What follows belongs to an exercise in optimizing a design on an open flow for small area; a production flow would make more cautious choices.
In this exercise RTL edits were held to simulation tests only and were not proved equivalent to the original.
No activity file was given, so power comes from the tool's default toggle rates.

`flow/design.v`:
```
module decralp (
	input [7:0] in1, in2, in3, in4,
	input clk,
	input [255:0] key,
	input [3:0] r,
	output reg [7:0] out1, out2, out3, out4);
function [7:0] xt;
	input [7:0] v;
	xt = {v[6:0], 1'b0} ^ (v[7] ? 8'h1B : 8'h00);
endfunction
function [7:0] rotr;
	input [7:0] v;
	input [2:0] n;
	rotr = ({v, v} >> n);
endfunction
function [3:0] sb;
	input [3:0] v;
	input [1:0] sel;
	reg [63:0] t;
	begin
		case (sel)
			2'd0: t = 64'h0123456789ABCDEF;
			2'd1: t = 64'h543210EDCBA9876F;
			2'd2: t = 64'hBA9EDC601572438F;
			default: t = 64'hEDC01245B3A6987F;
		endcase
		sb = t[4*v +: 4];
	end
endfunction
wire [1:0] rh = r[3:2];
wire [1:0] rl = r[1:0];
reg [7:0] tw [25:31];
integer m;
always @* begin
	for (m = 25; m <= 31; m = m + 1)
		case (rh)
			2'd0: tw[m] = key[8*m +: 8];
			2'd1: tw[m] = key[8*(m-4) +: 8];
			2'd2: tw[m] = key[8*(m-8) +: 8];
			default: tw[m] = key[8*(m-12) +: 8];
		endcase
end
reg [7:0] kw1, kw2, kw3, kw4;
always @* begin
	case (rl)
		2'd0: begin kw1 = tw[28]; kw2 = tw[29]; kw3 = tw[30]; kw4 = tw[31]; end
		2'd1: begin kw1 = tw[27]; kw2 = tw[28]; kw3 = tw[29]; kw4 = tw[30]; end
		2'd2: begin kw1 = tw[26]; kw2 = tw[27]; kw3 = tw[28]; kw4 = tw[29]; end
		default: begin kw1 = tw[25]; kw2 = tw[26]; kw3 = tw[27]; kw4 = tw[28]; end
	endcase
end
wire [7:0] w1 = in1 ^ kw1;
wire [7:0] w2 = in2 ^ kw2;
wire [7:0] w3 = in3 ^ kw3;
wire [7:0] w4 = in4 ^ kw4;
wire [2:0] rn = r[2:0] + 3'd1;
wire [7:0] a1 = rotr(w1, rn);
wire [7:0] a2 = rotr(w2, rn);
wire [7:0] a3 = rotr(w3, rn);
wire [7:0] a4 = rotr(w4, rn);
reg [7:0] c1, c2, c3, c4;
wire [7:0] p13 = a1 ^ a3;
wire [7:0] p24 = a2 ^ a4;
always @(posedge clk) begin
	c1 <= p13 ^ p24;
	c2 <= p24 ^ xt(c1);
	c3 <= a2 ^ a3 ^ xt(c2);
	c4 <= p13 ^ a4 ^ xt(c3);
end
wire [7:0] b2 = c4;
wire [7:0] b3 = c3 ^ c4;
wire [7:0] b4 = c2 ^ c4;
wire [7:0] b1 = c1 ^ c2 ^ b3;
reg [7:0] uo [0:6];
reg [1:0] us [0:17];
always @* begin
	for (m = 0; m <= 17; m = m + 1)
		case (rh)
			2'd0: us[m] = key[8*m +: 2];
			2'd1: us[m] = key[8*(m+4) +: 2];
			2'd2: us[m] = key[8*(m+8) +: 2];
			default: us[m] = key[8*(m+12) +: 2];
		endcase
	for (m = 0; m <= 6; m = m + 1)
		case (rh)
			2'd0: uo[m] = key[8*m +: 8];
			2'd1: uo[m] = key[8*(m+4) +: 8];
			2'd2: uo[m] = key[8*(m+8) +: 8];
			default: uo[m] = key[8*(m+12) +: 8];
		endcase
end
reg [7:0] ko1, ko2, ko3, ko4;
reg [1:0] s0, s1, s2, s3, s4, s5, s6, s7;
always @* begin
	case (rl)
		2'd0: begin ko1 = uo[0]; ko2 = uo[1]; ko3 = uo[2]; ko4 = uo[3];
			s1 = us[2]; s2 = us[4]; s3 = us[6]; s4 = us[8]; s5 = us[10]; s6 = us[12]; s7 = us[14]; end
		2'd1: begin ko1 = uo[1]; ko2 = uo[2]; ko3 = uo[3]; ko4 = uo[4];
			s1 = us[3]; s2 = us[5]; s3 = us[7]; s4 = us[9]; s5 = us[11]; s6 = us[13]; s7 = us[15]; end
		2'd2: begin ko1 = uo[2]; ko2 = uo[3]; ko3 = uo[4]; ko4 = uo[5];
			s1 = us[4]; s2 = us[6]; s3 = us[8]; s4 = us[10]; s5 = us[12]; s6 = us[14]; s7 = us[16]; end
		default: begin ko1 = uo[3]; ko2 = uo[4]; ko3 = uo[5]; ko4 = uo[6];
			s1 = us[5]; s2 = us[7]; s3 = us[9]; s4 = us[11]; s5 = us[13]; s6 = us[15]; s7 = us[17]; end
	endcase
	s0 = ko1[1:0];
end
always @(posedge clk) begin
	out1 <= {sb(b3[7:4], s1), sb(b3[3:0], s0)} ^ ko1;
	out2 <= {sb(b4[7:4], s3), sb(b4[3:0], s2)} ^ ko2;
	out3 <= {sb(b1[7:4], s5), sb(b1[3:0], s4)} ^ ko3;
	out4 <= {sb(b2[7:4], s7), sb(b2[3:0], s6)} ^ ko4;
end
endmodule
```
`flow/run.sh`:
```
#!/bin/bash
# synth_recipe.tcl (not shown) runs the flow's synth.tcl, then flattens the netlist and writes it again
# the make line also repeats each setting of config.mk as NAME=value (left out here)
make -C /OpenROAD-flow-scripts/flow DESIGN_CONFIG=/design/flow/config.mk WORK_HOME=/design/flow/orfs CLKGATE_MAP_FILE= SYNTH_SCRIPT=/design/flow/synth_recipe.tcl finish
```
`flow/config.mk`:
```
export PLATFORM = sky130hd
export DESIGN_NAME = decralp
export DESIGN_NICKNAME = decralp
export VERILOG_FILES = /design/flow/design.v
export SDC_FILE = /design/flow/constraint.sdc
export NUM_CORES = 4
export LEC_CHECK = 0
export CAP_MARGIN = 20
export CORE_MARGIN = 2
export CORE_UTILIZATION = 40
export SLEW_MARGIN = 20
```
`flow/constraint.sdc`:
```
create_clock -name core_clock -period 5.0 [get_ports {clk}]
set_input_delay 1.0000 -clock core_clock [delete_from_list [all_inputs] [get_ports {clk}]]
set_output_delay 1.0000 -clock core_clock [all_outputs]
set_load 0.01 [all_outputs]
```
==> flow_metrics.py <==
metrics = {
    "yosys": {
        "synthCells": 1710,
        "synthDistinctLibCells": 88,
        "synth_compound_area_share_pct": 27.83,
        "yosys.area.top_type": "mux4_2",
        "yosys_warnings": 4,
        "synth_flop_cell": "dfxtp_1",
        "synth_top_family_by_area": "compound AO/OA/AOI/OAI gates",
        "synthTopCellsByArea": "mux4_2 (16%), dfxtp_1 (9.0%), xnor2_1 (7.3%), ha_1 (6.8%), mux2i_1 (4.9%)",
        "synth_area_per_cell_um2": 8.322,
        "synth_top_cell_area_share_pct": 15.99,
        "synth_mux_area_share_pct": 26.26,
        "synthArstFlopShare_pct": 0,
        "synth.cell_area_um2": 14230,
        "synth_edf_count": 0,
        "ys_ff_latch": 64,
        "synth_xor_area_share_pct": 11.69,
        "syn_nets": 2080,
        "synth_fa_ha_area_share_pct": 6.770,
        "synth-simple-area-share_pct": 12.23,
        "ys_seq_area_share_pct": 9.004,
    },
    "sta": {
        "final.setup.tns_ns": 0,
        "slew_violations": 0,
        "worst_clock_skew_ns": 0.01077,
        "fin_crit_sh_pct": 92.30,
        "maxSlewHeadroom_pct": 28.11,
        "max_freq_mhz": 216.7,
        "worst_pin_slew_ns": 1.071,
        "rsz0062_at_grt": "false",
        "hold_viol": 0,
        "holdWs_ns": 0.4849,
        "min_period_ns": 4.615,
        "finalSetupViolations": 0,
    },
    "floorplan": {
        "placementRows": 69,
        "initial_core_util_pct": 40.30,
        "ios": 325,
        "core_area_um2": 35310,
        "dieWidth_um": 192.6,
        "chipHeight_um": 192.6,
        "dieArea_um2": 37100,
    },
    "drt": {
        "drt-total-wl_mm": 63.28,
        "postRouteAntennaNets": 0,
        "drtIter0Drc": 1892,
        "wire_per_inst_um": 25.81,
        "first_pass_iters": 9,
        "vias": 15707,
        "drc": 0,
        "vias_per_cell": 6.406,
    },
    "layout": {
        "seq_area_um2": 1281,
        "multiInputGateArea_um2": 12110,
        "design_area_um2": 18440,
        "final_nets": 2352,
        "fillers": 3301,
        "drive_above_1_share_pct": 15.60,
        "area_delta_synth_final_pct": 29.60,
    },
    "critical_path": {
        "critPathArrivalTime_ns": 4.89,
        "timing.rr.end": "out3[1]",
        "critPathCaptureType": "flip-flop",
        "setup.worst_path.end": "c1[2]",
        "start_kind": "input port",
        "r2r_start": "c4[0]",
        "cp_max_fo": 16,
        "path_class": "in -> reg",
        "crit_start": "r[0]",
        "reg2reg_depth": 13,
        "required_ns": 5.27,
        "reg2reg_slack_ns": 1.81,
    },
    "global_routing": {
        "grt_usage_pct": 33.63,
        "grt_pass1_vias": 14766,
        "gr-total-overflow": 0,
        "grt_pass1_wl_mm": 93.14,
        "grt_max_degree": 55,
        "antenna_found_initial": 5,
    },
    "clock_network": {
        "clock-sinks": 64,
        "numCtsBuffers": 9,
        "cts.repair.resized": 0,
        "h-tree-depth": 3,
        "hold_buffers": 0,
        "cts_root_buf": "clkbuf_16",
        "cts_buffer_depth": 2,
        "cts_tree": "done",
        "cts_setup_buffers": 0,
        "clock_latency_ns": 0.35,
        "clk_pin_slew_ns": 0.06,
    },
    "placed_design": {
        "dpl.hpwl_mm": 53.06,
        "place.gp.congestion": 0.9894,
        "io_buffers": 324,
        "placed_area_um2": 18060,
    },
    "power_and_ir_drop": {
        "power_mw": 10.49,
        "p_per_area_nw_per_um2": 568.6,
        "peakVddDrop_v": 0.0005347,
        "total_leakage_power_nw": 6.849,
    },
    "hold_path": {
        "hold_class": "reg -> reg",
    },
    "flow_run": {
        "drv_cap": 0,
    },
    "run_status": {
        "status": "complete, no violations",
    },
}
[cells by family after synthesis]
logic type / count (synthesis)
compound gates: 556
xor+xnor: 183
fa+ha+maj: 77
buf+inv: 198
flops: 64
mux: 235
simple gates: 397
[cell usage in the layout, fill, tap and decap left out, types with 21 or more instances in the layout]
cell	count
a211oi_1	24
a21oi_1	139
a221oi_1	21
a222oi_1	42
a22oi_1	37
a31oi_1	27
buf_4	83
clkdlybuf4s50_1	322
dfxtp_1	64
ha_1	73
inv_1	45
mux2_2	56
mux2i_1	70
mux4_2	101
nand2_1	145
nor2_1	147
nor3_1	22
o21ai_0	82
o22ai_1	47
xnor2_1	116
xor2_1	54
[worst min path at each step]
stage | from | to | slack (ns) | cells past startpoint
2_1_floorplan | c1[4] | c2[5] | 0.45 | 1
3_3_place_gp | c1[1] | c2[2] | 0.47 | 1
3_5_place_dp | c1[1] | c2[2] | 0.48 | 1
4_1_cts | c1[1] | c2[2] | 0.48 | 1
5_1_grt | c1[1] | c2[2] | 0.51 | 1
6_report | c1[1] | c2[2] | 0.48 | 1
[state kept, by name, summed over array words and instances, names as in the netlist]
register / count
c1: 8
c2: 8
c3: 8
c4: 8
out1: 8
out2: 8
out3: 8
out4: 8
[per-layer routing]
| metal | global-route usage [%] | vias up | wire (um) |
|---|---|---|---|
| met5 | 0 | - | 0 |
| met4 | 11.89 | 0 | 2259 |
| met3 | 5.601 | 105 | 5615 |
| met2 | 55.64 | 971 | 29490 |
| met1 | 44.11 | 7491 | 25920 |
| li1 | - | 7140 | - |
[cell type report]
cell class                      instances  area share (%)
Multi-Input combinational cell       1448           65.68
Tap cell                              461           3.128
Antenna cell                            4         0.05428
Clock inverter                          7          0.6920
Timing Repair Buffer                  409           21.26
Inverter                               50           1.018
Sequential cell                        64           6.948
Clock buffer                            9           1.221
[synthesized netlist by cell type (all sizes together) (7+ instances only)]
| library cell | number |
|---|---|
| mux2 | 59 |
| nand2 | 145 |
| buf | 57 |
| a31oi | 27 |
| a21oi | 141 |
| o22ai | 47 |
| and2 | 8 |
| ha | 77 |
| nand4 | 9 |
| a2111oi | 9 |
| and3 | 13 |
| o21ai | 83 |
| nor2 | 147 |
| dfxtp | 64 |
| nand2b | 7 |
| nor2b | 9 |
| xor2 | 58 |
| nand3 | 14 |
| a222oi | 42 |
| o211ai | 19 |
| mux2i | 75 |
| inv | 46 |
| mux4 | 101 |
| nor3 | 22 |
| a22oi | 37 |
| xnor2 | 125 |
| o221ai | 14 |
| nor3b | 8 |
| clkbuf | 91 |
| a211oi | 25 |
| a221oi | 23 |
[where the power goes]
group / total (mW) / internal (mW) / switching [mW]
sequential: 1.24 / 0.867 / 0.376
clock: 0.763 / 0.494 / 0.269
combinational: 8.48 / 3.64 / 4.84
[metrics by stage]
step	setup slack, ns	util (%)	std cells
floorplan	0.09507	-	1710
global placement	0.2716	51.14	2432
detailed placement	0.1617	51.14	2432
CTS	0.5122	52.13	2448
global route	0.1384	52.21	2450
finish	0.3848	52.23	2452
[worst max-delay path, cell delays in order]
cell and delay (ns):
clkdlybuf4s50_1 0.53, clkinv_1 0.26, ha_2 0.31, buf_4 0.21, nand2b_1 0.34, o22ai_1 0.13, a2111oi_0 0.55, a21oi_1 0.28
xnor2_2 0.31, o22ai_1 0.15, o31a_1 0.40, xnor2_2 0.25, xor2_1 0.16

-- port drivers added, routing unchanged --
No port has a modelled driver above. Below, the same layout with a new extraction and two added sets of constraints. Step 1: set_driving_cell puts a clkbuf_16 on clk and a buf_2 on each other input, an assumption about the parent block. Step 2, shift: input delay + t, output delay - t, t = (earliest + latest rising clock arrival at the registers) / 2. This alone moves slack from input paths to output paths. Three values: ideal, step 1, step 2; two values: the first two.
t (ns): 0.384
setup WS [ns]: 0.385 / 0.371 / -0.013
pins driven straight from the clock port: 1
With both steps, setup timing fails in this run, where it was met with ideal ports. The setup slack of this run moves by -0.014 ns with the drivers and by -0.398 ns with both steps.
